This design comes from an exercise in tuning for small area on the open sky130 flow, not from production work.
Function was not checked in any run shown here: the RTL went through the layout flow alone.
Power and IR drop assume default switching activity.

==> flow/design.v <==
module frameCounter (
    input  logic Clk, Reset,
    input  logic fre,
    output logic changeFrame,
    output logic tick
);
    logic [3:0] a;
    logic       b;
    logic [2:0] c;
    always_ff @(posedge Clk) begin
        if (Reset) begin
            a <= 4'd0;
            b <= 1'b0;
            c <= 3'd0;
            changeFrame <= 1'b0;
        end else if (fre) begin
            changeFrame <= b;
            if (a == 4'd9) begin
                a <= 4'd0;
                b <= ~b;
                if (b) c <= (c == 3'd5) ? 3'd0 : c + 3'd1;
            end else
                a <= a + 4'd1;
        end
    end
    assign tick = (a == 4'd9) & b & (c == 3'd5);
endmodule
module health (
    input  logic       Clk, Reset,
    input  logic       fre, tick, hit_en,
    output logic [2:0] health_out,
    output logic       game_over
);
    always_ff @(posedge Clk) begin
        if (Reset)
            health_out <= 3'd5;
        else if (fre & tick & hit_en & ~game_over)
            health_out <= health_out - 3'd1;
    end
    assign game_over = (health_out == 3'd0);
endmodule
module enemy_health4 (
    input  logic       Clk, Reset,
    input  logic       fre, tick,
    input  logic [3:0] enemy_hit_en, is_enemy_shield,
    output logic [3:0] dead,
    output logic       all_dead
);
    logic [3:0][2:0] h;
    always_ff @(posedge Clk) begin
        for (int i = 0; i < 4; i++) begin
            if (Reset)
                h[i] <= (i == 3) ? 3'd7 : 3'd5;
            else if (fre & tick & enemy_hit_en[i] & ~is_enemy_shield[i] & ~dead[i])
                h[i] <= h[i] - 3'd1;
        end
    end
    always_comb
        for (int i = 0; i < 4; i++) dead[i] = (h[i] == 3'd0);
    assign all_dead = &dead;
endmodule
module platform (
    input  logic [9:0]  DrawX, DrawY,
    input  logic [13:0] left_bound,
    output logic        is_platform
);
    function automatic logic [8:0] top_of(input logic [3:0] k);
        case (k)
            4'd0:  top_of = 9'd300;  4'd1:  top_of = 9'd400;
            4'd2:  top_of = 9'd300;  4'd3:  top_of = 9'd225;
            4'd4:  top_of = 9'd150;  4'd5:  top_of = 9'd180;
            4'd6:  top_of = 9'd280;  4'd7:  top_of = 9'd380;
            4'd8:  top_of = 9'd440;  4'd9:  top_of = 9'd340;
            4'd10: top_of = 9'd380;  4'd11: top_of = 9'd280;
            4'd12: top_of = 9'd220;  4'd13: top_of = 9'd340;
            default: top_of = 9'd440;
        endcase
    endfunction
    function automatic logic [3:0] step_of(input logic [13:0] v);
        step_of = 4'd0;
        if (v >= 14'd400)  step_of = 4'd1;
        if (v >= 14'd500)  step_of = 4'd2;
        if (v >= 14'd750)  step_of = 4'd3;
        if (v >= 14'd870)  step_of = 4'd4;
        if (v >= 14'd910)  step_of = 4'd5;
        if (v >= 14'd1000) step_of = 4'd6;
        if (v >= 14'd1200) step_of = 4'd7;
        if (v >= 14'd1330) step_of = 4'd8;
        if (v >= 14'd1650) step_of = 4'd9;
        if (v >= 14'd2000) step_of = 4'd10;
        if (v >= 14'd2050) step_of = 4'd11;
        if (v >= 14'd2200) step_of = 4'd12;
        if (v >= 14'd2600) step_of = 4'd13;
        if (v >= 14'd3100) step_of = 4'd14;
    endfunction
    logic [13:0] sx;
    assign sx = {4'd0, DrawX} + left_bound;
    assign is_platform = (sx < 14'd4479) && ({1'b0, DrawY} >= {2'b0, top_of(step_of(sx))});
endmodule
module ball4 (
    input  logic        Clk, Reset,
    input  logic        fre,             
    input  logic        game_over,
    input  logic [7:0]  keycode,
    input  logic [10:0] dxp, dxm,        
    input  logic        dxlo,            
    input  logic [10:0] dyp, dym,        
    input  logic        dylo,            
    input  logic [3:0]  near,            
    input  logic [3:0]  enemy_shield,
    output logic        is_ball,
    output logic        is_shield, is_punch,
    output logic [3:0]  is_attack,
    output logic [13:0] player_location, Ball_X, Ball_Y, left_bound,
    output logic        ball_direction,
    output logic        can_move
);
    function automatic logic le14(input logic [13:0] a, input logic [13:0] b);
        logic c;
        c = 1'b1;
        for (int i = 0; i < 14; i++) c = (~a[i] & b[i]) | (~a[i] & c) | (b[i] & c);
        le14 = c;
    endfunction
    function automatic logic [13:0] add14(input logic [13:0] a, input logic [13:0] b, input logic ci);
        logic c;
        c = ci;
        for (int i = 0; i < 14; i++) begin
            add14[i] = a[i] ^ b[i] ^ c;
            c = (a[i] & b[i]) | (c & (a[i] ^ b[i]));
        end
    endfunction
    function automatic logic [13:0] C(input int k);
        case (k)
            0: C = 14'd0;     1: C = 14'd400;   2: C = 14'd500;   3: C = 14'd750;
            4: C = 14'd870;   5: C = 14'd910;   6: C = 14'd1000;  7: C = 14'd1200;
            8: C = 14'd1330;  9: C = 14'd1650;  10: C = 14'd2000; 11: C = 14'd2050;
            12: C = 14'd2200; 13: C = 14'd2600; 14: C = 14'd3100; default: C = 14'd4479;
        endcase
    endfunction
    function automatic logic [8:0] TOPK(input int k);
        case (k)
            0: TOPK = 9'd300;  1: TOPK = 9'd400;  2: TOPK = 9'd300;  3: TOPK = 9'd225;
            4: TOPK = 9'd150;  5: TOPK = 9'd180;  6: TOPK = 9'd280;  7: TOPK = 9'd380;
            8: TOPK = 9'd440;  9: TOPK = 9'd340;  10: TOPK = 9'd380; 11: TOPK = 9'd280;
            12: TOPK = 9'd220; 13: TOPK = 9'd340; default: TOPK = 9'd440;
        endcase
    endfunction
    function automatic logic [8:0] BOTK(input int k);
        case (k)
            0: BOTK = 9'd350;  1: BOTK = 9'd450;  2: BOTK = 9'd350;  3: BOTK = 9'd275;
            4: BOTK = 9'd200;  5: BOTK = 9'd230;  6: BOTK = 9'd330;  7: BOTK = 9'd430;
            8: BOTK = 9'd479;  9: BOTK = 9'd390;  10: BOTK = 9'd430; 11: BOTK = 9'd330;
            12: BOTK = 9'd370; 13: BOTK = 9'd390; default: BOTK = 9'd479;
        endcase
    endfunction
    logic [13:0] X, P, LB;
    logic [8:0]  Y;
    logic        f;                      
    logic [3:0]  top_i, tl_i, tr_i;      
    logic        dir, shield, attack;
    logic [3:0]  hit;
    logic [13:0] X_n, P_n, LB_n;
    logic [8:0]  Y_n;
    logic        f_n;
    logic [3:0]  top_n, tl_n, tr_n;
    logic        dir_n, shield_n, attack_n;
    logic [3:0]  hit_n;
    always_ff @(posedge Clk) begin
        if (Reset) begin
            X <= 14'd320; P <= 14'd320; LB <= 14'd0; Y <= 9'd270; f <= 1'b0;
            top_i <= 4'd0; tl_i <= 4'd0; tr_i <= 4'd0;
            dir <= 1'b1; shield <= 1'b0; attack <= 1'b0; hit <= 4'b0;
        end else begin
            X <= X_n; P <= P_n; LB <= LB_n; Y <= Y_n; f <= f_n;
            top_i <= top_n; tl_i <= tl_n; tr_i <= tr_n;
            dir <= dir_n; shield <= shield_n; attack <= attack_n; hit <= hit_n;
        end
    end
    logic fe, kl, kr, kj, ks, ka;
    assign fe = fre & ~game_over;
    assign kl = (keycode == 8'd4);
    assign kr = (keycode == 8'd7);
    assign kj = (keycode == 8'd26);
    assign ks = (keycode == 8'd22);
    assign ka = (keycode == 8'd44);
    logic [14:0] below, landing;     
    logic [14:0] yb;                 
    always_comb
        for (int k = 0; k < 15; k++) begin
            below[k]   = ~le14(14'(TOPK(k) - 9'd31), 14'(Y));
            landing[k] = ~le14(14'(Y), 14'(TOPK(k) - 9'd37));
            yb[k]      = ~le14(14'(Y), 14'(TOPK(k) - 9'd30)) & ~le14(14'(BOTK(k) + 9'd30), 14'(Y));
        end
    logic [8:0] tv;
    assign tv = TOPK(int'(top_i));
    logic [3:0]  sP;
    always_comb begin
        sP = 4'd0;
        for (int k = 1; k < 16; k++)
            if (le14(C(k), P)) sP = 4'(k);
    end
    logic [13:0] cs, cn, gap;
    logic [10:0] d, e;                   
    always_comb begin
        cs = 14'd0; cn = 14'd0;
        for (int k = 0; k < 16; k++)
            if (sP == 4'(k)) begin cs = C(k); cn = C(k + 1); end
        gap = cn - cs;
    end
    assign d = 11'(add14(P, ~cs, 1'b1));
    assign e = 11'(add14(gap, ~{3'd0, d}, 1'b1));
    logic collL, collR;
    logic [2:0] dl, er;
    always_comb begin
        collL = (sP >= 4'd1) && (sP <= 4'd14) && le14(14'd20, 14'(d)) && le14(14'(d), 14'd26) && yb[sP - 4'd1];
        collR = (sP <= 4'd13) && le14(14'd21, 14'(e)) && le14(14'(e), 14'd26) && yb[sP + 4'd1];
        dl = d[2:0] - 3'd4;              
        er = e[2:0] - 3'd5;              
    end
    logic lb0, lbnear, rbend, c3, d2, d3;
    assign lb0    = (LB == 14'd0);
    assign lbnear = le14(LB, 14'd6) || le14(14'd8198, LB);
    assign rbend  = f ? (LB == 14'd3839) : (LB == 14'd3840);
    assign c3     = rbend && ~le14(P, 14'd4160);
    assign d2     = f ? (le14(14'd3833, LB) && le14(LB, 14'd15737)) : (le14(14'd3834, LB) && le14(LB, 14'd15738));
    assign d3     = lb0 && ~le14(14'd320, P);
    logic p4166, p315;
    assign p4166 = ~le14(14'd4166, P);   
    assign p315  = le14(14'd315, P);     
    always_comb begin
        can_move = 1'b0;
        if (fe) begin
            if (kl) begin
                if (lb0) can_move = 1'b1;
                else if (lbnear) can_move = 1'b0;
                else if (c3) can_move = ~(~collL && p4166);
            end
            if (kr) begin
                if (rbend) can_move = 1'b1;
                else if (d2) can_move = 1'b0;
                else if (d3) can_move = ~(~collR && p315);
            end
        end
    end
    logic [3:0] w;
    logic       lb_add, lb_set0, lb_setR;
    always_comb begin
        w = 4'd0; lb_add = 1'b0; lb_set0 = 1'b0; lb_setR = 1'b0;
        if (kl) begin
            if (lb0) ;
            else if (lbnear) lb_set0 = ~collL;
            else if (c3) begin
                lb_add = ~collL && p4166;
                w = {1'b0, P[2:0]} - 4'd6;
            end else begin
                lb_add = 1'b1;
                w = collL ? 4'd1 - {1'b0, dl} : -4'sd6;
            end
        end
        if (kr) begin
            if (rbend) ;
            else if (d2) lb_setR = ~collR;
            else if (d3) begin
                lb_add = ~collR && p315;
                w = P[3:0] - 4'd10;
            end else begin
                lb_add = 1'b1;
                w = collR ? {1'b0, er} : 4'd6;
            end
        end
    end
    logic xle21, xre;
    assign xle21 = le14(X, 14'd21);
    assign xre   = le14(14'd618, X) && le14(X, 14'd16363);
    logic [5:0]  xa;                     
    logic [13:0] xs, ps, pm;             
    always_comb begin
        if (kl) xa = collL ? -6'sd21 - {3'd0, dl} : -6'sd6;
        else    xa = collR ? 6'd20 + {3'd0, er} : 6'd6;
    end
    assign xs = add14(X, {{8{xa[5]}}, xa}, 1'b0);
    assign ps = add14(P, kl ? -14'sd6 : 14'd6, 1'b0);
    assign pm = {ps[13:8] - 6'd15, ps[7:0]};
    always_comb begin
        X_n = X; P_n = P; LB_n = LB; Y_n = Y; f_n = f;
        top_n = top_i; tl_n = tl_i; tr_n = tr_i;
        dir_n = dir; shield_n = shield; attack_n = attack; hit_n = hit;
        if (fe) begin
            shield_n = ks;
            attack_n = ka;
            hit_n = near & ~enemy_shield & {4{attack}};
            if (kj) begin
                if (~below[top_i])
                    Y_n = (Y <= 9'd200) ? 9'd30 : Y - 9'd200;
                else
                    Y_n = Y + 9'd6;
            end else if (landing[top_i])
                Y_n = tv - 9'd31;
            else if (below[top_i] && below[tl_i] && below[tr_i])
                Y_n = Y + 9'd6;
            if (kl | kr) begin
                dir_n = kr;
                if (can_move) begin
                    if (kl ? (~collL && xle21) : (~collR && xre))
                        X_n = kl ? 14'd20 : 14'd619;
                    else
                        X_n = xs;
                end else if (kl ? (lbnear && !lb0 && !collL) : (d2 && !rbend && !collR))
                    X_n = kl ? ps : pm;
                else
                    X_n = 14'd320;
                if (kl ? collL : collR)
                    P_n = kl ? cs + 14'd21 : cn - 14'd21;
                else if (can_move && (kl ? xle21 : xre))
                    P_n = kl ? 14'd20 : 14'd4453;
                else
                    P_n = ps;
                if (lb_set0) begin LB_n = 14'd0; f_n = 1'b0; end
                if (lb_setR) begin LB_n = 14'd3839; f_n = 1'b1; end
                if (lb_add) LB_n = add14(LB, {{10{w[3]}}, w}, 1'b0);
                if (sP != 4'd15) top_n = sP;
                if (le14(14'd15, P) && ~le14(14'd4494, P))
                    tl_n = (sP == 4'd15) ? 4'd14 : (sP != 4'd0 && d < 11'd15) ? sP - 4'd1 : sP;
                if (~le14(14'd4464, P))
                    tr_n = (e <= 11'd15) ? sP + 4'd1 : sP;
                else if (le14(14'd16369, P))
                    tr_n = 4'd0;
            end
        end
    end
    assign is_ball = le14(X, 14'(dxp)) && (dxlo || le14(14'(dxm), X)) &&
                     le14(14'(Y), 14'(dyp)) && (dylo || le14(14'(dym), 14'(Y)));
    assign player_location = P;
    assign Ball_X          = X;
    assign Ball_Y          = {5'd0, Y};
    assign left_bound      = LB;
    assign ball_direction  = dir;
    assign is_shield       = shield;
    assign is_punch        = attack;
    assign is_attack       = {4{attack & ~game_over}} & (fe ? (near & ~enemy_shield) : hit);
endmodule
module enemy4 (
    input  logic        Clk, Reset,
    input  logic        fre,
    input  logic [10:0] dxp, dxm,        
    input  logic        dxlo,            
    input  logic [10:0] dyp, dym,        
    input  logic        dylo,            
    input  logic [7:0]  keycode,
    input  logic [13:0] Ball_X,
    input  logic        can_move,
    input  logic [13:0] player_location,
    input  logic        hit_en,
    input  logic [3:0]  dead,
    output logic [3:0]  is_enemy, is_enemy_shield, is_enemy_attack, direction, near,
    output logic [55:0] enemy_location, Enemy_X, Enemy_Y
);
    function automatic logic [14:0] add15(input logic [14:0] a, input logic [14:0] b, input logic ci);
        logic c;
        c = ci;
        for (int i = 0; i < 15; i++) begin
            add15[i] = a[i] ^ b[i] ^ c;
            c = (a[i] & b[i]) | (c & (a[i] ^ b[i]));
        end
    endfunction
    function automatic logic [1:0] mod3(input logic [8:0] v);
        logic [1:0] r;
        r = 2'd0;
        for (int b = 8; b >= 0; b--)
            case ({r, v[b]})
                3'b000: r = 2'd0; 3'b001: r = 2'd1;
                3'b010: r = 2'd2; 3'b011: r = 2'd0;
                3'b100: r = 2'd1; 3'b101: r = 2'd2;
                default: r = 2'd0;
            endcase
        mod3 = r;
    endfunction
    logic [13:0] P;
    assign P = player_location;
    logic [1:0] y0m3;
    assign y0m3 = mod3(Enemy_Y[8:0]);
    logic kany, k4, k7;
    assign kany = (keycode == 8'd0) || (keycode == 8'd22) || (keycode == 8'd44) || (keycode == 8'd26);
    assign k4 = (keycode == 8'd4);
    assign k7 = (keycode == 8'd7);
    logic plo20, phi20;
    assign plo20 = (player_location < 14'd20);
    assign phi20 = (player_location >= 14'd16364);
    logic [14:0] pp40, pm40, pp320, pm340;
    logic        plt40, plt340;
    logic [13:0] k1, k2;                 
    assign pp40   = add15({1'b0, P}, 15'd40, 1'b0);
    assign pm40   = add15({1'b0, P}, ~15'd40, 1'b1);
    assign pp320  = add15({1'b0, P}, 15'd320, 1'b0);
    assign pm340  = add15({1'b0, P}, ~15'd340, 1'b1);
    assign plt40  = pm40[14];
    assign plt340 = pm340[14];
    assign k1     = 14'(add15({1'b0, Ball_X}, ~{1'b0, P}, 1'b1));
    assign k2     = 14'(add15(15'd320, ~{1'b0, P}, 1'b1));
    for (genvar i = 0; i < 4; i++) begin : g
        enemy_unit #(.IDX(i)) u (
            .Clk(Clk), .Reset(Reset), .fre(fre),
            .dxp(dxp), .dxm(dxm), .dxlo(dxlo), .dyp(dyp), .dym(dym), .dylo(dylo),
            .P(P), .k1(k1), .k2(k2), .pp40(pp40), .pm40(pm40), .pp320(pp320), .pm340(pm340),
            .plt40(plt40), .plt340(plt340), .y0m3(y0m3),
            .cmL(can_move | k7 | kany), .cmR(can_move | k4 | kany),
            .plo20(plo20), .phi20(phi20), .hit_en(hit_en), .dead(dead[i]),
            .is_enemy(is_enemy[i]), .shield(is_enemy_shield[i]), .attack_hit(is_enemy_attack[i]),
            .dir(direction[i]), .near(near[i]),
            .L(enemy_location[14*i +: 14]), .X(Enemy_X[14*i +: 14]), .Y(Enemy_Y[14*i +: 14])
        );
    end
endmodule
module enemy_unit #(parameter int IDX = 0) (
    input  logic        Clk, Reset, fre,
    input  logic [10:0] dxp, dxm,
    input  logic        dxlo,
    input  logic [10:0] dyp, dym,
    input  logic        dylo,
    input  logic [13:0] P, k1, k2,
    input  logic [14:0] pp40, pm40, pp320, pm340,
    input  logic        plt40, plt340,
    input  logic [1:0]  y0m3,
    input  logic        cmL, cmR,
    input  logic        plo20, phi20,
    input  logic        hit_en, dead,
    output logic        is_enemy, shield, attack_hit, dir, near,
    output logic [13:0] L, X, Y
);
    localparam int B0 = (IDX == 0) ? 20  : (IDX == 1) ? 1023 : (IDX == 2) ? 2220 : 3121;
    localparam int B1 = (IDX == 0) ? 375 : (IDX == 1) ? 1627 : (IDX == 2) ? 2800 : 4453;
    localparam int LS = (IDX == 0) ? 120 : (IDX == 1) ? 1500 : (IDX == 2) ? 2400 : 3800;
    localparam int LW = (IDX == 0) ? 9 : (IDX == 1) ? 11 : (IDX == 2) ? 12 : 13;
    function automatic logic le15(input logic [14:0] a, input logic [14:0] b);
        logic c;
        c = 1'b1;
        for (int i = 0; i < 15; i++) c = (~a[i] & b[i]) | (~a[i] & c) | (b[i] & c);
        le15 = c;
    endfunction
    function automatic logic [13:0] add14(input logic [13:0] a, input logic [13:0] b, input logic ci);
        logic c;
        c = ci;
        for (int i = 0; i < 14; i++) begin
            add14[i] = a[i] ^ b[i] ^ c;
            c = (a[i] & b[i]) | (c & (a[i] ^ b[i]));
        end
    endfunction
    function automatic logic [1:0] mod3(input logic [12:0] v);
        logic [1:0] r;
        r = 2'd0;
        for (int b = 12; b >= 0; b--)
            case ({r, v[b]})
                3'b000: r = 2'd0; 3'b001: r = 2'd1;
                3'b010: r = 2'd2; 3'b011: r = 2'd0;
                3'b100: r = 2'd1; 3'b101: r = 2'd2;
                default: r = 2'd0;
            endcase
        mod3 = r;
    endfunction
    function automatic logic [4:0] ytest(input logic [8:0] y, input int tv);
        ytest[4] = ~le15(15'(tv - 1), 15'(y));
        ytest[3] = ~le15(15'(tv - 2), 15'(y));
        ytest[2] = ~le15(15'(y), 15'(tv - 31));
        ytest[1] = ~le15(15'(y), 15'(tv - 37));
        ytest[0] = le15(15'(tv - 31), 15'(y));
    endfunction
    logic [LW-1:0] l, l_n;
    logic [13:0]   x, x_n;
    logic [8:0]    y, y_n;
    logic          m, m_n;               
    logic [1:0]    t, t_n;               
    logic          s1, s2, s1_n, s2_n;   
    logic          sh, at, ht, dr, sh_n, at_n, ht_n, dr_n;
    always_ff @(posedge Clk) begin
        if (Reset) begin
            l <= LW'(LS); x <= 14'(LS); y <= 9'd449; m <= 1'b0; t <= 2'd0;
            s1 <= 1'b0; s2 <= 1'b0; sh <= 1'b0; at <= 1'b0; ht <= 1'b0; dr <= (IDX == 0);
        end else if (fre) begin
            l <= l_n; x <= x_n; y <= y_n; m <= m_n; t <= t_n;
            s1 <= s1_n; s2 <= s2_n; sh <= sh_n; at <= at_n; ht <= ht_n; dr <= dr_n;
        end
    end
    logic [8:0] tv;
    logic [4:0] yt;
    always_comb begin
        tv = 9'd300; yt = ytest(y, 300);
        if (IDX == 1) begin
            tv = (t == 2'd1) ? 9'd280 : (t == 2'd2) ? 9'd380 : (t == 2'd3) ? 9'd440 : 9'd300;
            yt = (t == 2'd1) ? ytest(y, 280) : (t == 2'd2) ? ytest(y, 380) : (t == 2'd3) ? ytest(y, 440) : ytest(y, 300);
        end
        if (IDX == 2) begin
            tv = (t == 2'd1) ? 9'd220 : (t == 2'd2) ? 9'd340 : 9'd300;
            yt = (t == 2'd1) ? ytest(y, 220) : (t == 2'd2) ? ytest(y, 340) : ytest(y, 300);
        end
        if (IDX == 3) begin
            tv = t[0] ? 9'd440 : 9'd300;
            yt = t[0] ? ytest(y, 440) : ytest(y, 300);
        end
    end
    always_comb begin
        t_n = t;
        if (IDX == 1) t_n = (l < 11'd1200) ? 2'd1 : (l < 11'd1330) ? 2'd2 : 2'd3;
        if (IDX == 2) begin
            if (l >= 12'd2201 && l <= 12'd2598) t_n = 2'd1;
            if (l >= 12'd2601 && l <= 12'd3098) t_n = 2'd2;
        end
        if (IDX == 3) t_n = 2'd1;
    end
    logic ml, mr, az, in320, in340;
    if (IDX == 0) begin : g0
        logic signed [15:0] D;
        assign D = $signed({7'b0, l}) - $signed({2'b0, P});
        logic ln20, ln30, plo30, phi30;
        assign ln20  = (l < 9'd20);
        assign ln30  = (l < 9'd30);
        assign plo30 = (P < 14'd30);
        assign phi30 = (P >= 14'd16354);
        function automatic logic ge(input logic signed [15:0] d, input int c, input int n);
            if (n >= 1) ge = 1'b0;
            else if (n <= -2) ge = 1'b1;
            else if (n == 0) ge = (d >= $signed(16'(c)));
            else ge = (d >= $signed(16'(c - 16384)));
        endfunction
        int wp20p, wp20m, wp30p, wp30m, wl20, wl30;
        always_comb begin
            wp20p = phi20 ? 1 : 0;  wp20m = plo20 ? -1 : 0;
            wp30p = phi30 ? 1 : 0;  wp30m = plo30 ? -1 : 0;
            wl20  = ln20 ? -1 : 0;  wl30  = ln30 ? -1 : 0;
        end
        logic le_p20_l20, ge_p20_lm20, le_m20_l20, ge_m20_lm20;
        logic le_p30_l30, ge_p30_lm30, le_m30_l30, ge_m30_lm30;
        always_comb begin
            le_p20_l20  = ge(D, 0, -wp20p);                   
            ge_p20_lm20 = ~ge(D, 41, wl20 - wp20p);           
            le_m20_l20  = ge(D, -40, -wp20m);                 
            ge_m20_lm20 = ~ge(D, 1, wl20 - wp20m);            
            le_p30_l30  = ge(D, 0, -wp30p);
            ge_p30_lm30 = ~ge(D, 61, wl30 - wp30p);
            le_m30_l30  = ge(D, -60, -wp30m);
            ge_m30_lm30 = ~ge(D, 1, wl30 - wp30m);
            ml = ~ge_p20_lm20;                                
            mr = ~le_m20_l20;                                 
            az = ge_p20_lm20 | le_m20_l20;
            near = ((le_p20_l20 & ge_p20_lm20) | (le_m20_l20 & ge_m20_lm20)) &
                   ((le_p30_l30 & ge_p30_lm30) | (le_m30_l30 & ge_m30_lm30));
            in320 = (D[13:0] <= 14'd320);
            in340 = (D[13:0] >= 14'd16044) && (D[13:0] <= 14'd16364);
        end
    end else begin : g1
        logic c_gt, c_lt;
        assign c_gt  = ~le15(15'(l), pp40);                  
        assign c_lt  = ~plt40 & ~le15(pm40, 15'(l));         
        assign ml    = phi20 | c_gt;
        assign mr    = plo20 | c_lt;
        assign az    = ~(plo20 | phi20);
        assign near  = ~c_gt & ~c_lt;
        assign in320 = ~phi20 & le15(15'(l), pp320);         
        assign in340 = ~plo20 & (plt340 | le15(pm340, 15'(l)));    
    end
    logic [13:0] q;
    logic        jw, cw;
    assign q = 14'(l) - 14'd20;
    always_comb begin
        jw = 1'b0; cw = 1'b0;
        if (IDX == 1) begin
            jw = (q >= 1000 && q <= 1006) || (q >= 1200 && q <= 1206) || (q >= 1330 && q <= 1336);
            cw = (q >= 1000 && q <= 1004 && y > 150 && y < 260) ||
                 (q >= 1200 && q <= 1204 && y > 250 && y < 360) ||
                 (q >= 1330 && q <= 1334 && y > 350 && y < 460);
        end
        if (IDX == 2) begin
            jw = (q >= 2200 && q <= 2206) || (q >= 2600 && q <= 2606);
            cw = (q >= 2200 && q <= 2204 && y > 250 && y < 360) ||
                 (q >= 2600 && q <= 2604 && y > 190 && y < 400);
        end
        if (IDX == 3) begin
            jw = (q >= 3100 && q <= 3106);
            cw = (q >= 3100 && q <= 3104 && y > 310 && y < 420);
        end
    end
    logic [1:0] r3;
    always_comb begin
        logic [2:0] s;
        s = {1'b0, mod3(13'(l))} + {1'b0, y0m3};
        r3 = (s >= 3'd3) ? s[1:0] - 2'd3 : s[1:0];
    end
    logic [1:0]  la;                     
    logic        selk2;                  
    logic        xc;                     
    logic [13:0] xcv;
    logic [8:0]  ya;                     
    logic        yc;                     
    logic [8:0]  ycv;
    always_comb begin
        la = 2'd0; selk2 = 1'b0; xc = 1'b0; xcv = 14'd0;
        dr_n = dr;
        s1_n = (r3 == 2'd1); s2_n = (r3 == 2'd2);
        m_n = (IDX == 0) ? yt[4] : yt[3];
        ya = m ? 9'd6 : 9'd0; yc = 1'b0; ycv = tv - 9'd31;
        if (m ? yt[1] : yt[2]) begin     
            m_n = 1'b0;
            yc = 1'b1;
        end
        if (y <= (m ? 9'd37 : 9'd31)) m_n = 1'b1;
        if (ml) begin
            dr_n = 1'b0;
            s1_n = 1'b0; s2_n = 1'b0;
            if (l >= LW'(B0)) begin
                if (IDX == 0 && cmL && P <= 14'd319 && l <= LW'(21)) begin
                    xc = 1'b1; xcv = 14'd20; la = 2'd3;
                end else begin
                    la = 2'd1;
                    if (!(cmL && !cw)) begin
                        if (in320) selk2 = 1'b1;
                        else begin xc = 1'b1; xcv = 14'd662; end
                    end
                end
                if (jw) begin
                    if (yt[0]) begin
                        if (y <= 9'd200) begin yc = 1'b1; ycv = 9'd30; end
                        else begin yc = 1'b0; ya = -9'sd200; end
                    end else begin
                        yc = 1'b0; ya = 9'd6;
                    end
                end
            end
        end
        if (mr) begin
            dr_n = 1'b1;
            s1_n = 1'b0; s2_n = 1'b0;
            xc = 1'b0; selk2 = 1'b0;
            if (l <= LW'(B1)) begin
                la = 2'd2;
                if (!cmR) begin
                    if (in340) selk2 = 1'b1;
                    else begin xc = 1'b1; xcv = 14'd15745; end
                end
            end else
                la = 2'd0;
        end
    end
    logic [13:0] xsum;
    assign xsum = add14(selk2 ? k2 : k1, 14'(l), 1'b0);
    always_comb begin
        case (la)
            2'd1:    l_n = l - LW'(4);
            2'd2:    l_n = l + LW'(4);
            2'd3:    l_n = LW'(20);
            default: l_n = l;
        endcase
        x_n = x;
        if (ml | mr) x_n = xc ? xcv : xsum;
        y_n = yc ? ycv : y + ya;
    end
    assign sh_n = az & s1;
    assign at_n = az & s2;
    assign ht_n = near & hit_en & at & ~dead & (l >= LW'(B0)) & (l <= LW'(B1));
    assign is_enemy = le15({1'b0, x}, 15'(dxp)) && (dxlo || le15(15'(dxm), {1'b0, x})) &&
                      le15(15'(y), 15'(dyp)) && (dylo || le15(15'(dym), 15'(y))) && ~dead;
    assign shield     = sh;
    assign attack_hit = at & ht;
    assign dir        = dr;
    assign L          = 14'(l);
    assign X          = x;
    assign Y          = {5'd0, y};
endmodule
module game_core (
    input  logic        Clk,
    input  logic        Reset,           
    input  logic        frame_clk,       
    input  logic [7:0]  keycode,
    input  logic [9:0]  DrawX,
    input  logic [9:0]  DrawY,
    output logic        is_ball,
    output logic [3:0]  is_enemy,
    output logic        is_platform,
    output logic        is_shield,
    output logic        is_punch,
    output logic [3:0]  is_attack,
    output logic [13:0] player_location,
    output logic [13:0] Ball_X,
    output logic [13:0] Ball_Y,
    output logic        ball_direction,
    output logic [55:0] enemy_loc,
    output logic [55:0] Enemy_X,
    output logic [55:0] Enemy_Y,
    output logic [3:0]  enemy_direction,
    output logic [3:0]  is_enemy_shield,
    output logic [3:0]  is_enemy_attack,
    output logic [2:0]  health_out,
    output logic        game_over,
    output logic [3:0]  dead,
    output logic        all_dead,
    output logic        changeFrame,
    output logic [13:0] left_bound
);
    logic frame_clk_delayed, fre;
    always_ff @(posedge Clk) begin
        frame_clk_delayed <= frame_clk;
        fre <= frame_clk & ~frame_clk_delayed;
    end
    logic       tick, can_move;
    logic [3:0] near;
    logic [10:0] dxp, dxm, dyp, dym;
    logic        dxlo, dylo;
    assign dxp  = {1'b0, DrawX} + 11'd20;
    assign dxm  = {1'b0, DrawX} - 11'd20;
    assign dxlo = (DrawX < 10'd20);
    assign dyp  = {1'b0, DrawY} + 11'd30;
    assign dym  = {1'b0, DrawY} - 11'd30;
    assign dylo = (DrawY < 10'd30);
    frameCounter frame_count (
        .Clk(Clk), .Reset(Reset), .fre(fre), .changeFrame(changeFrame), .tick(tick)
    );
    ball4 ball_instance (
        .Clk(Clk), .Reset(Reset), .fre(fre), .game_over(game_over), .keycode(keycode),
        .dxp(dxp), .dxm(dxm), .dxlo(dxlo), .dyp(dyp), .dym(dym), .dylo(dylo), .near(near), .enemy_shield(is_enemy_shield),
        .is_ball(is_ball), .is_shield(is_shield), .is_punch(is_punch), .is_attack(is_attack),
        .player_location(player_location), .Ball_X(Ball_X), .Ball_Y(Ball_Y),
        .left_bound(left_bound), .ball_direction(ball_direction), .can_move(can_move)
    );
    enemy4 enemy (
        .Clk(Clk), .Reset(Reset), .fre(fre), .dxp(dxp), .dxm(dxm), .dxlo(dxlo), .dyp(dyp), .dym(dym), .dylo(dylo),
        .keycode(keycode), .Ball_X(Ball_X), .can_move(can_move), .player_location(player_location),
        .hit_en(~is_shield), .dead(dead), .is_enemy(is_enemy), .is_enemy_shield(is_enemy_shield),
        .is_enemy_attack(is_enemy_attack), .direction(enemy_direction), .near(near),
        .enemy_location(enemy_loc), .Enemy_X(Enemy_X), .Enemy_Y(Enemy_Y)
    );
    platform plat (
        .DrawX(DrawX), .DrawY(DrawY), .left_bound(left_bound), .is_platform(is_platform)
    );
    health player_health (
        .Clk(Clk), .Reset(Reset), .fre(fre), .tick(tick), .hit_en(|is_enemy_attack),
        .health_out(health_out), .game_over(game_over)
    );
    enemy_health4 enemy_health (
        .Clk(Clk), .Reset(Reset), .fre(fre), .tick(tick), .enemy_hit_en(is_attack),
        .is_enemy_shield(is_enemy_shield), .dead(dead), .all_dead(all_dead)
    );
endmodule
==> flow/run.sh <==
#!/bin/bash
# synth_recipe.tcl (not shown) runs the flow's synth.tcl, then flattens the netlist and writes it again
# the make line also repeats each setting of config.mk as NAME=value (left out here)
make -C /OpenROAD-flow-scripts/flow DESIGN_CONFIG=/design/flow/config.mk WORK_HOME=/design/flow/orfs CLKGATE_MAP_FILE= SYNTH_SCRIPT=/design/flow/synth_recipe.tcl finish
==> flow/config.mk <==
export PLATFORM = sky130hd
export DESIGN_NAME = game_core
export DESIGN_NICKNAME = game_core
export VERILOG_FILES = /design/flow/design.v
export SDC_FILE = /design/flow/constraint.sdc
export NUM_CORES = 8
export LEC_CHECK = 0
export ABC_AREA = 1
export CAP_MARGIN = 0
export CORE_MARGIN = 2
export CORE_UTILIZATION = 65
export PLACE_DENSITY = 0.75
export SLEW_MARGIN = 0
==> flow/constraint.sdc <==
create_clock -name core_clock -period 25.0 [get_ports {Clk}]
set_input_delay 5.0000 -clock core_clock [delete_from_list [all_inputs] [get_ports {Clk}]]
set_output_delay 5.0000 -clock core_clock [all_outputs]
set_load 0.01 [all_outputs]
==> flow_summary.yaml, run 1 <==
floorplan:
  fp.dieArea_um2: 52100
  die_h_um: 228
  ios: 290
  initial_core_util_pct: 65.6
  fp-row-count: 82
  chipWidth_um: 228
  fp.coreArea_um2: 49900
worst_setup_path:
  cp-startpoint: "DrawX[2]"
  cpMostUsedCell: "nand2_1"
  slowest_delay_ns: 0.92
  worst_setup_path_end_kind: "output port"
  endpoint: "is_platform"
  worst_ep_required_time_ns: 20.00
  reg2reg_depth: 71
  criticalPathCategory: "in -> out"
  cp.arrival_ns: 11.86
  cpMaxStageDelayCell: "clkdlybuf4s50_1"
  crit_path_max_fanout: 16
  worstReg2RegStart: "ball_instance.P[2]"
  rrSetupSlack_ns: 9.57
  critPathLaunchType: "primary input"
  timing.rr.end: "ball_instance.LB[13]"
cts:
  cts_max_level: 2
  cts_root_buffer: "clkbuf_16"
  cts_resized: 0
  clk_latency_ns: 0.59
  numCtsBuffers: 34
  cts_post_setup_buffers_inserted: 0
  numClockSinks: 268
  cts-hold-fix-buffers: 0
  clockBufferDepth: 3
  cts_tree: "yes"
  cts.clk_slew.worst_paths_ns: 0.06
detailed_routing:
  vias_per_cell: 6.45
  drt_iter0_drc: 5722
  drt-total-wl_um: 127000
  drc_errors: 0
  wire_per_inst_um: 21.6
  antenna_left: 0
  first_pass_iters: 9
  vias: 37884
global_route:
  first_global_vias: 34329
  grt_max_degree: 90
  antenna_found_initial: 1
  grt_use_total_pct: 46.5
  grt-ovfl-total: 0
  grt_pass1_wl_um: 193000
cells_and_area:
  syn2layout_area_growth_pct: 11.7
  n_antenna_cell: 0
  final_cells: 5869
  fin_nets: 5584
  drive_above_1_share_pct: 3.94
place:
  pre_cts_slack_ns: 8.27
  portBuffers: 245
  dp_hpwl_um: 97100
  place_congestion: 1.07
  dpl.cell_count: 5808
timing:
  worst_pin_slew_ns: 1.08
  maxSlewHeadroom_pct: 27.9
  setup_viol: 0
  finalCriticalPeriod_ns: 16.86
  hold_ws_ns: 0.384
  period_share_pct: 67.4
  max_freq_mhz: 59.3
  setup_ws_ns: 8.14
  setup_tns_ns: 0
  skew_ns: 0.0345
  finalHoldViolCount: 0
  maxSlewViolCount: 0
  rsz0062_at_grt: "no"
yosys:
  yosys_warnings: 11
  synth_area_um2: 32700
  async_flop_share_pct: 0
  ys_ff_latch: 268
  synthCells: 5021
  syn_avg_cell_area_um2: 6.51
  synth_ff_type: "dfxtp_1"
  synth_edf_count: 0
  yosysSeqAreaShare_pct: 16.4
  synth_cell_types: 81
status:
  status: "timing/DRC/antenna clean"
job:
  cap_viol_max_count: 0
power_and_ir_drop:
  p_leak_nw: 16.9
  powerDensity_nw_per_um2: 58.8
  ir_drop_mv: 0.0897
min_path:
  hold_path.class: "reg -> reg"
flip-flops by register name, summed over array words and instances (netlist names), 5 cells and up:
signal and flops:
ball_instance.Y 9, ball_instance.P 14, enemy.g.u.t 5, enemy.g.u.x 56, enemy.g.u.l 37, ball_instance.X 14
enemy.g.u.y 36, enemy_health.h 12, ball_instance.tv 9, ball_instance.LB 14
power breakdown:
group          total [mW]  leakage (nW)  internal, mW  switching (mW)
Clock               0.525         0.567         0.304           0.221
Sequential          0.537          2.19         0.459          0.0775
Combinational        1.09          14.1         0.395           0.692
Total                2.15          16.9          1.16           0.991
cell usage after synthesis, types with 7 or more instances:
| cell | count | area (µm²) |
|---|---|---|
| a21oi_1 | 363 | 1820 |
| o22ai_1 | 63 | 394 |
| nor2_2 | 8 | 50.1 |
| nand2_2 | 19 | 119 |
| nand2_4 | 9 | 101 |
| dfxtp_1 | 268 | 5370 |
| nor4_1 | 31 | 194 |
| a2111oi_0 | 10 | 87.6 |
| buf_4 | 72 | 541 |
| nand2_1 | 878 | 3300 |
| a211oi_1 | 37 | 278 |
| ha_1 | 265 | 3320 |
| inv_1 | 807 | 3030 |
| o21ai_1 | 19 | 95.1 |
| a21o_1 | 7 | 52.6 |
| buf_2 | 11 | 55.1 |
| buf_1 | 11 | 41.3 |
| o31ai_1 | 29 | 218 |
| nor2_1 | 408 | 1530 |
| o21a_1 | 21 | 158 |
| a221oi_1 | 17 | 149 |
| nor3_1 | 74 | 370 |
| inv_2 | 24 | 90.1 |
| a31oi_1 | 47 | 294 |
| xor2_1 | 97 | 850 |
| o21ai_0 | 437 | 2190 |
| o2111ai_1 | 13 | 114 |
| a22oi_1 | 24 | 180 |
| or2_2 | 23 | 144 |
| nand4_1 | 45 | 282 |
| maj3_1 | 8 | 80.1 |
| fa_1 | 116 | 2320 |
| a311oi_1 | 9 | 78.8 |
| xnor2_1 | 23 | 201 |
| o221ai_1 | 152 | 1330 |
| o211ai_1 | 84 | 631 |
| o21bai_1 | 12 | 90.1 |
| clkbuf_1 | 116 | 435 |
| clkinv_1 | 28 | 105 |
| nand3_1 | 247 | 1240 |
metrics by stage:
stage	util, %	total power, mW	area (µm²)
5_1_grt	73.2	2.27	36500
4_1_cts	73.2	2.10	36500
3_3_place_gp	70.9	1.54	35400
2_1_floorplan	-	1.26	32900
6_report	73.2	2.15	36500
3_5_place_dp	70.9	1.57	35400
routing by layer:
layer | vias to the layer above | track usage (%) | share of wire (%)
met2 | 2873 | 69.1 | 41
met1 | 17107 | 60.7 | 37
met4 | 0 | 27.8 | 7.4
li1 | 17262 | - | -
met5 | - | 0 | 0
met3 | 642 | 12.2 | 15
critical path, delay by kind of cell:
family / cells / cell delay, ns
fa+ha+maj: 3 / 0.92
xor+xnor: 1 / 0.32
compound gates: 17 / 2.45
simple gates: 13 / 1.59
buf+inv: 3 / 1.53
logic make-up after synthesis:
logic type,count (synthesis),share of synthesized area (%)
AND/OR/NAND/NOR,1779,23.4
adder cells (fa/ha/maj),389,17.5
AO/OA/AOI/OAI,1388,26.2
flip-flops,268,16.4
XOR/XNOR,120,3.21
other,2,0.0230
buffers and inverters,1075,13.3
how the worst min path moves through the flow:
stage,startpoint,endpoint,slack [ns],cells past startpoint
floorplan,frame_clk_delayed,fre,0.37,1
global placement,frame_clk_delayed,fre,0.36,1
detailed placement,frame_clk_delayed,fre,0.37,1
CTS,frame_clk_delayed,fre,0.38,1
global route,frame_clk_delayed,fre,0.39,1
finish,frame_clk_delayed,fre,0.38,1
placed cells by master, fill, tap and decap left out, drive strengths merged, types with 23 or more instances in the layout:
| master | count |
|---|---|
| o21ai | 456 |
| nor4 | 32 |
| clkinv | 37 |
| clkdlybuf4s50 | 244 |
| a31oi | 47 |
| nand3 | 250 |
| o221ai | 152 |
| clkbuf | 47 |
| buf | 38 |
| o31ai | 31 |
| nand4 | 45 |
| xor2 | 97 |
| ha | 265 |
| o211ai | 85 |
| inv | 834 |
| a21oi | 365 |
| a22oi | 24 |
| fa | 116 |
| o22ai | 63 |
| conb | 49 |
| or2 | 27 |
| xnor2 | 23 |
| nor3 | 75 |
| a211oi | 37 |
| nor2 | 421 |
| nand2 | 906 |
| dfxtp | 268 |
cell type report:
type / instances / area [µm²]
timing repair buffer: 282 / 2730
fill: 4251 / 13300
inverter: 861 / 3240
clock inverter: 14 / 195
clock buffer: 47 / 960
tap: 672 / 841
multi-input combinational: 3725 / 23200
sequential: 268 / 5370
==> run 2, diff against run 1 <==
==> flow/flow/run.sh (new file) <==
#!/bin/bash
# Own layout flow: the standard synthesis, then the combinational logic of
# the synthesized netlist is re-mapped for area with ABC (flip-flops are kept
# as they are: same instances, names and cells), then the standard layout
# from floorplan to the final layout.  Each tool's output goes to its own log.
set -euo pipefail
here=$(pwd)
flowdir=$here/flow
results=$here/orfs/results/${FLOW_PLATFORM}/game_core/base
lib=$FLOW_HOME/platforms/${FLOW_PLATFORM}/lib/sky130_fd_sc_hd__tt_025C_1v80.lib
yosys_bin=$FLOW_HOME/../tools/install/yosys/bin/yosys
[ -x "$yosys_bin" ] || yosys_bin=yosys

# 1. standard synthesis
bash standard.sh synth > $here/log_1_synth.txt 2>&1

# 2. area re-mapping of the combinational logic
cp $results/1_2_yosys.v $here/remap_in.v
du=""
for c in $(cat $flowdir/dontuse.txt); do du="$du -dont_use $c"; done
printf 'set_driving_cell sky130_fd_sc_hd__buf_1\nset_load 5\n' > $here/remap_abc.constr
cat > $here/remap.ys <<EOY
read_liberty -ignore_miss_func $lib
blackbox $(tr '\n' ' ' < $flowdir/seqcells.txt) sky130_fd_sc_hd__conb_1
read_verilog $here/remap_in.v
hierarchy -top $FLOW_TOP
rename -hide c:_*
flatten
opt_clean -purge
tee -o $here/remap_stat_in.txt stat -liberty $lib
abc -liberty $lib $du -script $flowdir/remap.abc -constr $here/remap_abc.constr
opt_clean -purge
hilomap -singleton -hicell sky130_fd_sc_hd__conb_1 HI -locell sky130_fd_sc_hd__conb_1 LO
splitnets
opt_clean -purge
insbuf -buf sky130_fd_sc_hd__buf_4 A X

opt_clean -purge
check
tee -o $here/remap_stat_out.txt stat -liberty $lib
write_verilog -noattr -noexpr -nohex -nodec $here/remap_out.v
EOY
$yosys_bin -s $here/remap.ys > $here/log_2_remap.txt 2>&1
cp $here/remap_out.v $results/1_2_yosys.v
touch $results/1_2_yosys.v

# 3. standard layout from the re-mapped netlist
bash standard.sh > $here/log_3_layout.txt 2>&1
==> flow/flow/dontuse.txt (new file) <==
sky130_fd_sc_hd__probe_p_8 sky130_fd_sc_hd__probec_p_8 sky130_fd_sc_hd__lpflow_bleeder_1 sky130_fd_sc_hd__lpflow_clkbufkapwr_1 sky130_fd_sc_hd__lpflow_clkbufkapwr_16 sky130_fd_sc_hd__lpflow_clkbufkapwr_2 sky130_fd_sc_hd__lpflow_clkbufkapwr_4 sky130_fd_sc_hd__lpflow_clkbufkapwr_8 sky130_fd_sc_hd__lpflow_clkinvkapwr_1 sky130_fd_sc_hd__lpflow_clkinvkapwr_16 sky130_fd_sc_hd__lpflow_clkinvkapwr_2 sky130_fd_sc_hd__lpflow_clkinvkapwr_4 sky130_fd_sc_hd__lpflow_clkinvkapwr_8 sky130_fd_sc_hd__lpflow_decapkapwr_12 sky130_fd_sc_hd__lpflow_decapkapwr_3 sky130_fd_sc_hd__lpflow_decapkapwr_4 sky130_fd_sc_hd__lpflow_decapkapwr_6 sky130_fd_sc_hd__lpflow_decapkapwr_8 sky130_fd_sc_hd__lpflow_inputiso0n_1 sky130_fd_sc_hd__lpflow_inputiso0p_1 sky130_fd_sc_hd__lpflow_inputiso1n_1 sky130_fd_sc_hd__lpflow_inputiso1p_1 sky130_fd_sc_hd__lpflow_inputisolatch_1 sky130_fd_sc_hd__lpflow_isobufsrc_1 sky130_fd_sc_hd__lpflow_isobufsrc_16 sky130_fd_sc_hd__lpflow_isobufsrc_2 sky130_fd_sc_hd__lpflow_isobufsrc_4 sky130_fd_sc_hd__lpflow_isobufsrc_8 sky130_fd_sc_hd__lpflow_isobufsrckapwr_16 sky130_fd_sc_hd__lpflow_lsbuf_lh_hl_isowell_tap_1 sky130_fd_sc_hd__lpflow_lsbuf_lh_hl_isowell_tap_2 sky130_fd_sc_hd__lpflow_lsbuf_lh_hl_isowell_tap_4 sky130_fd_sc_hd__lpflow_lsbuf_lh_isowell_4 sky130_fd_sc_hd__lpflow_lsbuf_lh_isowell_tap_1 sky130_fd_sc_hd__lpflow_lsbuf_lh_isowell_tap_2 sky130_fd_sc_hd__lpflow_lsbuf_lh_isowell_tap_4
==> flow/flow/remap.abc (new file) <==
strash
dc2
&get -n
&deepsyn -T 200
&put
dch -f
amap
topo
stime -c
==> flow/flow/seqcells.txt (new file) <==
sky130_fd_sc_hd__dfbbn_1
sky130_fd_sc_hd__dfbbn_2
sky130_fd_sc_hd__dfbbp_1
sky130_fd_sc_hd__dfrbp_1
sky130_fd_sc_hd__dfrbp_2
sky130_fd_sc_hd__dfrtn_1
sky130_fd_sc_hd__dfrtp_1
sky130_fd_sc_hd__dfrtp_2
sky130_fd_sc_hd__dfrtp_4
sky130_fd_sc_hd__dfsbp_1
sky130_fd_sc_hd__dfsbp_2
sky130_fd_sc_hd__dfstp_1
sky130_fd_sc_hd__dfstp_2
sky130_fd_sc_hd__dfstp_4
sky130_fd_sc_hd__dfxbp_1
sky130_fd_sc_hd__dfxbp_2
sky130_fd_sc_hd__dfxtp_1
sky130_fd_sc_hd__dfxtp_2
sky130_fd_sc_hd__dfxtp_4
sky130_fd_sc_hd__dlclkp_1
sky130_fd_sc_hd__dlclkp_2
sky130_fd_sc_hd__dlclkp_4
sky130_fd_sc_hd__dlrbn_1
sky130_fd_sc_hd__dlrbn_2
sky130_fd_sc_hd__dlrbp_1
sky130_fd_sc_hd__dlrbp_2
sky130_fd_sc_hd__dlrtn_1
sky130_fd_sc_hd__dlrtn_2
sky130_fd_sc_hd__dlrtn_4
sky130_fd_sc_hd__dlrtp_1
sky130_fd_sc_hd__dlrtp_2
sky130_fd_sc_hd__dlrtp_4
sky130_fd_sc_hd__dlxbn_1
sky130_fd_sc_hd__dlxbn_2
sky130_fd_sc_hd__dlxbp_1
sky130_fd_sc_hd__dlxtn_1
sky130_fd_sc_hd__dlxtn_2
sky130_fd_sc_hd__dlxtn_4
sky130_fd_sc_hd__dlxtp_1
sky130_fd_sc_hd__edfxbp_1
sky130_fd_sc_hd__edfxtp_1
sky130_fd_sc_hd__lpflow_inputisolatch_1
sky130_fd_sc_hd__sdfbbn_1
sky130_fd_sc_hd__sdfbbn_2
sky130_fd_sc_hd__sdfbbp_1
sky130_fd_sc_hd__sdfrbp_1
sky130_fd_sc_hd__sdfrbp_2
sky130_fd_sc_hd__sdfrtn_1
sky130_fd_sc_hd__sdfrtp_1
sky130_fd_sc_hd__sdfrtp_2
sky130_fd_sc_hd__sdfrtp_4
sky130_fd_sc_hd__sdfsbp_1
sky130_fd_sc_hd__sdfsbp_2
sky130_fd_sc_hd__sdfstp_1
sky130_fd_sc_hd__sdfstp_2
sky130_fd_sc_hd__sdfstp_4
sky130_fd_sc_hd__sdfxbp_1
sky130_fd_sc_hd__sdfxbp_2
sky130_fd_sc_hd__sdfxtp_1
sky130_fd_sc_hd__sdfxtp_2
sky130_fd_sc_hd__sdfxtp_4
sky130_fd_sc_hd__sdlclkp_1
sky130_fd_sc_hd__sdlclkp_2
sky130_fd_sc_hd__sdlclkp_4
sky130_fd_sc_hd__sedfxbp_1
sky130_fd_sc_hd__sedfxbp_2
sky130_fd_sc_hd__sedfxtp_1
sky130_fd_sc_hd__sedfxtp_2
sky130_fd_sc_hd__sedfxtp_4
==> flow/standard.sh (new file) <==
#!/bin/bash
# synth_recipe.tcl (not shown) runs the flow's synth.tcl, then flattens the netlist and writes it again
# the make line also repeats each setting of config.mk as NAME=value (left out here)
make -C /OpenROAD-flow-scripts/flow DESIGN_CONFIG=/design/flow/config.mk WORK_HOME=/design/flow/orfs CLKGATE_MAP_FILE= SYNTH_SCRIPT=/design/flow/synth_recipe.tcl "${@:-finish}"
removed: flow/run.sh
==> run 2 against run 1 <==
Against the previous run:
- the layout now fails its checks (max-capacitance violations, max-slew violations)
- design area shrank 21%
- synthesized area is 24% lower
- die area fell by 24%
- highest routed layer is now met5
- via count fell by 7.4%
- critical path depth increased by 14
- sequential power decreased by 13%
- largest cell class unchanged
- register-to-register slack improved by 1.1 ns
- clock skew decreased by 0.0052 ns
- core utilization grew 3.2 points
- fmax is 4.4% lower
- critical endpoint unchanged
- cell count is 17% lower
==> flow_summary.yaml, run 2 <==
status:
  status: "complete, but fails checks"
  violatedChecks: "max-capacitance violations, max-slew violations"
detailed_routing:
  drc_errors: 0
  first_pass_iters: 14
  antenna_left: 0
  wire_per_inst_um: 24.4
  vias_per_cell: 7.23
  drt_iter0_drc: 6781
  drt-total-wl_um: 118000
  vias: 35081
cells_and_area:
  largestRegisters: "enemy.g.u.x (56), enemy.g.u.l (37), enemy.g.u.y (36)"
  fin_nets: 4347
  final_cell_mix: "nor2_1 (833), clkinv_1 (554), o21ai_0 (424)"
  layout_commonest_cell: "nor2_1"
  drive_above_1_share_pct: 2.51
  top_register: "enemy.g.u.x"
  largest_register_ffs: 56
  syn2layout_area_growth_pct: 15.9
  final_cells: 4854
global_route:
  grt-ovfl-total: 0
  top_usage_layer: "met2"
  grt_pass1_wl_um: 175000
  met2_usage_pct: 78.7
  antenna_found_initial: 7
  grt_max_degree: 53
  use_met1_pct: 67.2
  first_global_vias: 31033
  grt_use_total_pct: 56.8
  use_met3_pct: 24.4
timing:
  max_freq_mhz: 56.7
  rsz0062_at_grt: "no"
  period_share_pct: 70.5
  setup_tns_ns: 0
  finalCriticalPeriod_ns: 17.63
  skew_ns: 0.0293
  setup_viol: 0
  finalHoldViolCount: 0
  maxSlewHeadroom_pct: -9.17
  worst_pin_slew_ns: 1.62
  maxSlewViolCount: 10
worst_setup_path:
  slowest_delay_ns: 0.63
  cpMaxStageDelayCell: "clkdlybuf4s50_1"
  worst_ep_required_time_ns: 20.00
  critPathLaunchType: "primary input"
  criticalPathCategory: "in -> out"
  crit_path_max_fanout: 7
  worst_setup_path_end_kind: "output port"
  cpMostUsedCell: "nand2_1"
  cp.arrival_ns: 12.63
floorplan:
  fp.dieArea_um2: 39800
  die_h_um: 199
  initial_core_util_pct: 65.9
  fp.coreArea_um2: 37700
  ios: 290
  fp-row-count: 71
  chipWidth_um: 199
cts:
  cts_max_level: 1
  cts-hold-fix-buffers: 0
  cts_resized: 0
  numCtsBuffers: 29
  clockBufferDepth: 3
  cts.clk_slew.worst_paths_ns: 0.06
  clk_latency_ns: 0.63
  cts_post_setup_buffers_inserted: 0
  numClockSinks: 268
  cts_tree: "yes"
  cts_root_buffer: "clkbuf_16"
job:
  cap_viol_max_count: 3
yosys:
  synthCells: 4050
  syn_avg_cell_area_um2: 6.13
  yosys_warnings: 11
  synth_area_um2: 24800
place:
  place_congestion: 1.24
  dpl.cell_count: 4796
  dp_hpwl_um: 87500
  portBuffers: 245
power_and_ir_drop:
  powerDensity_nw_per_um2: 42.8
  ir_drop_mv: 0.0603
  p_leak_nw: 9.75
  p_total_mw: 1.23
min_path:
  hold_path.class: "reg -> reg"
-- run 2: path summary, 6_finish.rpt --
path                       from            endpoint  slack [ns]  depth (start not counted)
max                    DrawX[1]         is_platform        7.37                         51
min           frame_clk_delayed                 fre        0.42                          1
max reg2reg  ball_instance.P[4]  ball_instance.X[9]       10.67                         50
min reg2reg   frame_clk_delayed                 fre        0.42                          1
-- run 2: per-stage QoR --
| step | setup WS (ns) | instance area [µm²] | hold slack [ns] | utilization, % |
|---|---|---|---|---|
| 2_1_floorplan | 9.55 | 25000 | 0.367 | - |
| 3_3_place_gp | 7.56 | 27700 | 0.373 | 73.4 |
| 3_5_place_dp | 7.53 | 27700 | 0.401 | 73.4 |
| 4_1_cts | 7.48 | 28800 | 0.416 | 76.4 |
| 5_1_grt | 6.37 | 28800 | 0.436 | 76.4 |
| 6_report | 7.37 | 28800 | 0.419 | 76.4 |
-- run 2: layer usage --
metal / wire length [µm] / vias to the layer above / share of wire [%]
met3: 22200 / 1195 / 19
met1: 38200 / 15053 / 32
met4: 13500 / 8 / 11
met2: 44400 / 3555 / 37
met5: 55 / - / 0.046
li1: - / 15270 / -
-- run 2: worst max-delay path, delay by kind of cell --
family / cells / cell delay [ns]
AOI/OAI and AO/OA: 23 / 3.48
and+or+nand+nor: 21 / 2.17
buffers and inverters: 7 / 1.96
-- run 2: area by class of cell --
| type | count | area (µm²) |
|---|---|---|
| Antenna cell | 4 | 10.0 |
| Clock buffer | 33 | 771 |
| Clock inverter | 21 | 332 |
| Fill cell | 3124 | 8890 |
| Inverter | 555 | 2080 |
| Multi-Input combinational cell | 3164 | 16700 |
| Sequential cell | 268 | 5370 |
| Tap cell | 511 | 639 |
| Timing Repair Buffer | 298 | 2850 |
-- run 2: where the power goes --
| part | total [mW] | leakage [nW] | internal, mW | switching [mW] |
|---|---|---|---|---|
| clock network | 0.513 | 0.551 | 0.305 | 0.208 |
| registers | 0.469 | 2.18 | 0.439 | 0.0304 |
| logic | 0.248 | 7.02 | 0.0850 | 0.163 |
| total | 1.23 | 9.75 | 0.829 | 0.401 |

==> separate check: timing with driven ports <==
The results above use ideal ports. As a check the final layouts listed here were re-extracted and re-timed, cells and wires unchanged.
Step 1 sets driving cells, clkbuf_16 on the clock port and buf_2 on the other inputs (assumed; they add their load-dependent delay and slew).
Step 2 moves the port delays by t, midway between the first and last clock arrival at a register: inputs arrive t later, outputs are due t later. That takes back most of the time a late clock gives input paths.
Slacks: no drivers / after step 1 / after step 2; pairs: no drivers / after step 1.
run | t (ns) | setup slack, ns | slew at the worst register clock pin (ns) | worst slew at a driven data input, ns
run 1 | 0.642 | 8.143 / 8.121 / 8.121 | 0.06 / 0.06 | 0.06
run 2 | 0.678 | 7.374 / 7.319 / 7.319 | 0.07 / 0.07 | 0.06
For run 2, which loses most, drivers alone change the setup slack by -0.055 ns; drivers and shift together by -0.055 ns.
